From an optimization exercise on the open Yosys and OpenROAD flow, aimed at small area, a short achievable clock period and few clock cycles per item; shortcuts taken in it are not production practice.
The RTL was checked by simulation tests, not by an equivalence proof against the original design.

==> flow/design.v <==
module NoekeonGammaSbox(
	input wire	[3:0]	inData,
	output wire	[3:0]	outData
);
assign outData =
	(inData == 4'h0) ? 4'h7:
	(inData == 4'h1) ? 4'hA:
	(inData == 4'h2) ? 4'h2:
	(inData == 4'h3) ? 4'hC:
	(inData == 4'h4) ? 4'h4:
	(inData == 4'h5) ? 4'h8:
	(inData == 4'h6) ? 4'hF:
	(inData == 4'h7) ? 4'h0:
	(inData == 4'h8) ? 4'h5:
	(inData == 4'h9) ? 4'h9:
	(inData == 4'hA) ? 4'h1:
	(inData == 4'hB) ? 4'hE:
	(inData == 4'hC) ? 4'h3:
	(inData == 4'hD) ? 4'hD:
	(inData == 4'hE) ? 4'hB:
	4'h6;
endmodule
module NoekeonGamma(
	input wire	[127:0]	inData,
	output wire	[127:0]	outData
);
genvar i;
generate
	for (i = 0; i < 32; i = i + 1) begin : sbox
		NoekeonGammaSbox s(
			.inData({inData[96+i], inData[64+i], inData[32+i], inData[i]}),
			.outData({outData[96+i], outData[64+i], outData[32+i], outData[i]})
		);
	end
endgenerate
endmodule
module NoekeonPi1(
	input wire	[127:0]	inData,
	output wire	[127:0]	outData
);
assign outData[31:0]		= inData[31:0];
assign outData[63:32]	= {inData[62:32],inData[63]};
assign outData[95:64]	= {inData[90:64],inData[95:91]};
assign outData[127:96]	= {inData[125:96],inData[127:126]};
endmodule
module NoekeonPi2(
	input wire	[127:0]	inData,
	output wire	[127:0]	outData
);
assign outData[31:0]		= inData[31:0];
assign outData[63:32]	= {inData[32],inData[63:33]};
assign outData[95:64]	= {inData[68:64],inData[95:69]};
assign outData[127:96]	= {inData[97:96],inData[127:98]};
endmodule
module NoekeonTheta(
	input wire	[127:0]	inData,
	input wire	[127:0]	inVec,
	output wire	[127:0]	outData
);
wire	[31:0]	m02;
wire	[31:0]	m13;
NoekeonMix mix02(.inData(inData[31:0] ^ inData[95:64]), .outData(m02));
NoekeonMix mix13(.inData(inData[63:32] ^ inData[127:96]), .outData(m13));
wire	[127:0]	a = inData ^ inVec;
assign outData[31:0]   = a[31:0]   ^ m13;
assign outData[63:32]  = a[63:32]  ^ m02;
assign outData[95:64]  = a[95:64]  ^ m13;
assign outData[127:96] = a[127:96] ^ m02;
endmodule
module NoekeonMix(
	input wire	[31:0]	inData,
	output wire	[31:0]	outData
);
assign outData = inData ^ {inData[23:0], inData[31:24]} ^ {inData[7:0], inData[31:8]};
endmodule
module NoekeonKeyTheta(
	input wire	[127:0]	inKey,
	input wire				inUseK,
	input wire				inUseU,
	input wire				inUseT,
	output wire	[127:0]	outKey
);
wire	[31:0]	u;
wire	[31:0]	t;
NoekeonMix mixU(.inData(inKey[63:32] ^ inKey[127:96]), .outData(u));
NoekeonMix mixT(.inData(inKey[31:0] ^ inKey[95:64]), .outData(t));
wire	[31:0]	uu = u & {32{inUseU}};
wire	[31:0]	tt = t & {32{inUseT}};
wire	[127:0]	kk = inKey & {128{inUseK}};
assign outKey = kk ^ {tt, uu, tt, uu};
endmodule
module NoekeonRoundSh(
	input wire	[127:0]	inData,
	input wire	[127:0]	inVec,
	output wire	[127:0]	outData
);
wire	[127:0]	p1;
wire	[127:0]	g;
wire	[127:0]	p2;
NoekeonPi1 noekeon_Pi1(.inData(inData), .outData(p1));
NoekeonGamma noekeon_Gamma(.inData(p1), .outData(g));
NoekeonPi2 noekeon_Pi2(.inData(g), .outData(p2));
NoekeonTheta noekeon_Theta(.inData(p2), .inVec(inVec), .outData(outData));
endmodule
module NoekeonLastRoundSh(
	input wire	[127:0]	inData,
	output wire	[127:0]	outData
);
wire	[127:0]	p1;
wire	[127:0]	g;
NoekeonPi1 noekeon_Pi1(.inData(inData), .outData(p1));
NoekeonGamma noekeon_Gamma(.inData(p1), .outData(g));
NoekeonPi2 noekeon_Pi2(.inData(g), .outData(outData));
endmodule
module NoekeonConstatBox(
	input wire	[7:0]		inRc,
	input wire				inDecipher,
	output wire	[7:0]		outRcNext,
	output wire	[127:0]	outConst
);
wire	[7:0]	fwd = {inRc[6:0], 1'b0} ^ (inRc[7] ? 8'h1B : 8'h00);
wire	[7:0]	rc1 = inRc ^ (inRc[0] ? 8'h1B : 8'h00);
wire	[7:0]	bwd = {inRc[0], rc1[7:1]};
assign outRcNext = inDecipher ? bwd : fwd;
wire	[7:0]	e = inDecipher ? 8'h00 : inRc;
wire	[31:0]	w13 = {e, 8'h00, e, e};
assign outConst = {w13, 32'h0, w13, 24'h0, inRc};
endmodule
module NoekeonDataReg(
	input wire				inClk,
	input wire				inBusy,
	input wire				inLoad,
	input wire				inLoadZero,
	input wire	[127:0]	inDataExt,
	input wire	[127:0]	inDataInt,
	output wire	[127:0]	outData
);
reg [127:0]		DataReg;
wire	[127:0]	preRound;
NoekeonLastRoundSh noekeon_PreRound(.inData(inDataExt), .outData(preRound));
localparam [127:0] PRE_ZERO = {32'h0, {96{1'b1}}};
always @(posedge inClk) begin
	if (inBusy == 1'b1)
		DataReg <= inDataInt;
	else if (inLoad == 1'b1)
		DataReg <= preRound;
	else if (inLoadZero == 1'b1)
		DataReg <= PRE_ZERO;
end
assign outData = DataReg;
endmodule
module NoekeonDataOutReg(
	input wire	[127:0]	inData,
	output wire	[127:0]	outData
);
assign outData = inData;
endmodule
module NoekeonKeyReg(
	input wire				inClk,
	input wire				inReset,
	input wire				inKeyWrExt,
	input wire	[127:0]	inKeyDataExt,
	input wire				inKeyWrInt,
	input wire	[127:0]	inKeyDataInt,
	output wire	[127:0]	outKey,
	output wire				outValid
);
reg [127:0]		KeyReg;
reg				regValid;
always @(posedge inClk) begin
	if (inKeyWrExt == 1'b1)
		KeyReg <= inKeyDataExt;
	else if (inKeyWrInt == 1'b1)
		KeyReg <= inKeyDataInt;
end
always @(posedge inClk or posedge inReset) begin
	if (inReset == 1'b1)
		regValid <= 1'b0;
	else if (inKeyWrExt == 1'b1)
		regValid <= 1'b1;
end
assign outKey = KeyReg;
assign outValid = regValid;
endmodule
module NoekeonControl(
	input wire				inClk,
	input wire				inReset,
	input wire				inMode,
	input wire				inDecipher,
	input wire				inDataWr,
	input wire				inKeyWr,
	input wire				inKeyValid,
	input wire	[7:0]		inRcNext,
	output wire				outBusy,
	output wire				outDecipher,
	output wire	[7:0]		outRc,
	output wire				outDataLoad,	 
	output wire				outZeroLoad,	 
	output wire				outKeyWrExt,	 
	output wire				outKeyWrInt,	 
	output wire				outUseK,
	output wire				outUseU,
	output wire				outUseT
);
reg				regBusy;
reg				regWb;
reg				regFirst;
reg				regMode;
reg				regDecipher;
reg	[7:0]		regRc;
wire	startKey  = ~regBusy & inKeyWr & inMode;
wire	startData = ~regBusy & inDataWr & ~(inKeyWr & inMode);
wire	last      = ~regFirst & (regRc == (regDecipher ? 8'h80 : 8'hD4));
always @(posedge inClk or posedge inReset) begin
	if (inReset == 1'b1)
		regBusy <= 1'b0;
	else if (regBusy == 1'b0)
		regBusy <= startKey | startData;
	else if (regWb == 1'b1)
		regBusy <= 1'b0;
	else if ((last == 1'b1) && (regMode == 1'b0))
		regBusy <= 1'b0;
end
always @(posedge inClk) begin
	regFirst <= ~regBusy;
	if (regBusy == 1'b0) begin
		regWb <= 1'b0;
		regMode <= inKeyWr & inMode;
		regDecipher <= inDecipher & ~(inKeyWr & inMode);
		regRc <= (inDecipher & ~(inKeyWr & inMode)) ? 8'hD4 : 8'h80;
	end else begin
		regWb <= last & regMode;
		regRc <= inRcNext;
	end
end
wire	useFirstKey = regMode & regFirst;
assign outBusy = regBusy;
assign outDecipher = regDecipher;
assign outRc = regRc;
assign outDataLoad = startData;
assign outZeroLoad = startKey;
assign outKeyWrExt = ~regBusy & inKeyWr;
assign outKeyWrInt = regBusy & regWb;
assign outUseK = inKeyValid & (~regMode | regFirst);
assign outUseU = inKeyValid & ((~regDecipher & ~regMode) | useFirstKey);
assign outUseT = inKeyValid & ((regDecipher & ~regMode) | useFirstKey);
endmodule
module Noekeon(
	input wire				inClk,
	input wire				inReset,
	input wire				inMode,			 
	input wire				inDecipher,		 
	input wire				inDataWr,
	input wire	[127:0]	inDataData,
	input wire				inKeyWr,
	input wire	[127:0]	inKeyData,
	output wire				outBusy,
	output wire	[127:0]	outData
);
wire			busy;
wire			decipher;
wire	[7:0]	rc;
wire	[7:0]	rcNext;
wire			dataLoad;
wire			zeroLoad;
wire			keyWrExt;
wire			keyWrInt;
wire			keyValid;
wire			useK;
wire			useU;
wire			useT;
wire	[127:0]	key;
wire	[127:0]	keyVec;
wire	[127:0]	constVec;
wire	[127:0]	state;
wire	[127:0]	roundData;
NoekeonControl noekeon_Control(
	.inClk(inClk),
	.inReset(inReset),
	.inMode(inMode),
	.inDecipher(inDecipher),
	.inDataWr(inDataWr),
	.inKeyWr(inKeyWr),
	.inKeyValid(keyValid),
	.inRcNext(rcNext),
	.outBusy(busy),
	.outDecipher(decipher),
	.outRc(rc),
	.outDataLoad(dataLoad),
	.outZeroLoad(zeroLoad),
	.outKeyWrExt(keyWrExt),
	.outKeyWrInt(keyWrInt),
	.outUseK(useK),
	.outUseU(useU),
	.outUseT(useT)
);
NoekeonKeyReg noekeon_KeyReg(
	.inClk(inClk),
	.inReset(inReset),
	.inKeyWrExt(keyWrExt),
	.inKeyDataExt(inKeyData),
	.inKeyWrInt(keyWrInt),
	.inKeyDataInt(state),
	.outKey(key),
	.outValid(keyValid)
);
NoekeonKeyTheta noekeon_KeyTheta(
	.inKey(key),
	.inUseK(useK),
	.inUseU(useU),
	.inUseT(useT),
	.outKey(keyVec)
);
NoekeonConstatBox noekeon_ConstatBox(
	.inRc(rc),
	.inDecipher(decipher),
	.outRcNext(rcNext),
	.outConst(constVec)
);
NoekeonRoundSh noekeon_RoundSh(
	.inData(state),
	.inVec(keyVec ^ constVec),
	.outData(roundData)
);
NoekeonDataReg noekeon_DataReg(
	.inClk(inClk),
	.inBusy(busy),
	.inLoad(dataLoad),
	.inLoadZero(zeroLoad),
	.inDataExt(inDataData),
	.inDataInt(roundData),
	.outData(state)
);
NoekeonDataOutReg noekeon_DataOutReg(
	.inData(state),
	.outData(outData)
);
assign outBusy = busy;
endmodule
==> flow/config.mk <==
export PLATFORM = sky130hd
export DESIGN_NAME = Noekeon
export DESIGN_NICKNAME = Noekeon
export VERILOG_FILES = /design/flow/design.v
export SDC_FILE = /design/flow/constraint.sdc
export NUM_CORES = 4
export LEC_CHECK = 0
export CAP_MARGIN = 20
export CORE_MARGIN = 2
export CORE_UTILIZATION = 40
export PLACE_DENSITY = 0.95
export SETUP_SLACK_MARGIN = 1.5
export SLEW_MARGIN = 20
==> flow/constraint.sdc <==
create_clock -name core_clock -period 5.0 [get_ports {inClk}]
set_input_delay 1.0000 -clock core_clock [delete_from_list [all_inputs] [get_ports {inClk}]]
set_output_delay 1.0000 -clock core_clock [all_outputs]
set_load 0.01 [all_outputs]
standard.sh (not shown) runs the stock make flow with config.mk's settings and CLKGATE_MAP_FILE= SYNTH_SCRIPT=/design/flow/synth_recipe.tcl, a recipe that flattens the netlist after the stock synthesis.
==> flow/flow/run.sh <==
#!/bin/bash
# The standard ORFS layout, with each port's buffer made with the
# smallest buffer cell instead of the one buffer_ports picks by default.
# Every input and output port still gets its own buffer.
set -euo pipefail
export BUFFER_PORTS_ARGS="-buffer_cell sky130_fd_sc_hd__buf_1"
bash standard.sh finish > flow_standard.log 2>&1
Testbench counts at the start, summed over its fixed seeds: cycles 6,928, items 368.
Change:
--- a/flow/design.v
+++ b/flow/design.v
@@ -1,26 +1,17 @@
 module NoekeonGammaSbox(
 	input wire	[3:0]	inData,
 	output wire	[3:0]	outData
 );
-assign outData =
-	(inData == 4'h0) ? 4'h7:
-	(inData == 4'h1) ? 4'hA:
-	(inData == 4'h2) ? 4'h2:
-	(inData == 4'h3) ? 4'hC:
-	(inData == 4'h4) ? 4'h4:
-	(inData == 4'h5) ? 4'h8:
-	(inData == 4'h6) ? 4'hF:
-	(inData == 4'h7) ? 4'h0:
-	(inData == 4'h8) ? 4'h5:
-	(inData == 4'h9) ? 4'h9:
-	(inData == 4'hA) ? 4'h1:
-	(inData == 4'hB) ? 4'hE:
-	(inData == 4'hC) ? 4'h3:
-	(inData == 4'hD) ? 4'hD:
-	(inData == 4'hE) ? 4'hB:
-	4'h6;
+wire	a1a = inData[1] ^ (~inData[3] & ~inData[2]);
+wire	a0a = inData[0] ^ (inData[2] & a1a);
+wire	b0  = inData[3];
+wire	b3  = a0a;
+wire	b2  = inData[2] ^ b0 ^ a1a ^ b3;
+wire	b1  = a1a ^ (~b3 & ~b2);
+wire	c0  = b0 ^ (b2 & b1);
+assign outData = {b3, b2, b1, c0};
 endmodule
 module NoekeonGamma(
 	input wire	[127:0]	inData,
 	output wire	[127:0]	outData
 );
@@ -55,19 +46,21 @@
 module NoekeonTheta(
 	input wire	[127:0]	inData,
 	input wire	[127:0]	inVec,
 	output wire	[127:0]	outData
 );
-wire	[31:0]	m02;
-wire	[31:0]	m13;
-NoekeonMix mix02(.inData(inData[31:0] ^ inData[95:64]), .outData(m02));
-NoekeonMix mix13(.inData(inData[63:32] ^ inData[127:96]), .outData(m13));
+wire	[31:0]	p02 = inData[31:0] ^ inData[95:64];
+wire	[31:0]	p13 = inData[63:32] ^ inData[127:96];
+wire	[31:0]	q02 = p02 ^ {p02[23:0], p02[31:24]};
+wire	[31:0]	q13 = p13 ^ {p13[23:0], p13[31:24]};
+wire	[31:0]	r02 = {p02[7:0], p02[31:8]};
+wire	[31:0]	r13 = {p13[7:0], p13[31:8]};
 wire	[127:0]	a = inData ^ inVec;
-assign outData[31:0]   = a[31:0]   ^ m13;
-assign outData[63:32]  = a[63:32]  ^ m02;
-assign outData[95:64]  = a[95:64]  ^ m13;
-assign outData[127:96] = a[127:96] ^ m02;
+assign outData[31:0]   = (a[31:0]   ^ r13) ^ q13;
+assign outData[63:32]  = (a[63:32]  ^ r02) ^ q02;
+assign outData[95:64]  = (a[95:64]  ^ r13) ^ q13;
+assign outData[127:96] = (a[127:96] ^ r02) ^ q02;
 endmodule
 module NoekeonMix(
 	input wire	[31:0]	inData,
 	output wire	[31:0]	outData
 );
@@ -201,11 +194,10 @@
 	output wire				outUseK,
 	output wire				outUseU,
 	output wire				outUseT
 );
 reg				regBusy;
-reg				regWb;
 reg				regFirst;
 reg				regMode;
 reg				regDecipher;
 reg	[7:0]		regRc;
 wire	startKey  = ~regBusy & inKeyWr & inMode;
@@ -214,35 +206,31 @@
 always @(posedge inClk or posedge inReset) begin
 	if (inReset == 1'b1)
 		regBusy <= 1'b0;
 	else if (regBusy == 1'b0)
 		regBusy <= startKey | startData;
-	else if (regWb == 1'b1)
-		regBusy <= 1'b0;
-	else if ((last == 1'b1) && (regMode == 1'b0))
+	else if (last == 1'b1)
 		regBusy <= 1'b0;
 end
 always @(posedge inClk) begin
 	regFirst <= ~regBusy;
 	if (regBusy == 1'b0) begin
-		regWb <= 1'b0;
 		regMode <= inKeyWr & inMode;
 		regDecipher <= inDecipher & ~(inKeyWr & inMode);
 		regRc <= (inDecipher & ~(inKeyWr & inMode)) ? 8'hD4 : 8'h80;
 	end else begin
-		regWb <= last & regMode;
 		regRc <= inRcNext;
 	end
 end
 wire	useFirstKey = regMode & regFirst;
 assign outBusy = regBusy;
 assign outDecipher = regDecipher;
 assign outRc = regRc;
 assign outDataLoad = startData;
 assign outZeroLoad = startKey;
 assign outKeyWrExt = ~regBusy & inKeyWr;
-assign outKeyWrInt = regBusy & regWb;
+assign outKeyWrInt = regBusy & regMode & last;
 assign outUseK = inKeyValid & (~regMode | regFirst);
 assign outUseU = inKeyValid & ((~regDecipher & ~regMode) | useFirstKey);
 assign outUseT = inKeyValid & ((regDecipher & ~regMode) | useFirstKey);
 endmodule
 module Noekeon(
@@ -298,11 +286,11 @@
 	.inClk(inClk),
 	.inReset(inReset),
 	.inKeyWrExt(keyWrExt),
 	.inKeyDataExt(inKeyData),
 	.inKeyWrInt(keyWrInt),
-	.inKeyDataInt(state),
+	.inKeyDataInt(roundData),
 	.outKey(key),
 	.outValid(keyValid)
 );
 NoekeonKeyTheta noekeon_KeyTheta(
 	.inKey(key),
Routed wire length climbs by roughly a tenth.
Final area climbs by roughly a tenth.
Worst setup slack is worse by 0.20 ns.
First-iteration DRC count drops by a few percent.
Count of clock-buffer cells in the layout drops by 8.
Die area climbs by roughly a tenth.
Core utilization climbs by 1.0 points.
Final cell count climbs by roughly a tenth.
Hold slack is worse by 0.016 ns.
Non-clock buffer count climbs by 8.
Register-to-register slack is worse by 0.20 ns.
Fmax drops by a few percent.
Testbench counts after the change, summed over its fixed seeds: cycles 6,912, items 368.

port drivers added, routing unchanged:
In the flow no input, the clock included, has a driving cell. The finished layouts below were timed again as built, in two steps.
Step 1, drivers: a clkbuf_16 drives inClk and a buf_2 each remaining input, both assumed.
Step 2, shift: input delay + t, output delay - t, t = (earliest + latest rising clock arrival at the registers) / 2. This alone moves slack from input paths to output paths.
Three values: ideal ports, drivers, drivers and shift; two values: the first two.
run | shift t [ns] | setup WS [ns] | worst slew at a driven data input, ns
the first run | 0.609 | 1.743 / 1.743 / 1.743 | 0.09
the second run | 0.615 | 1.538 / 1.538 / 1.538 | 0.10
After both steps setup and hold are still met in every run listed.
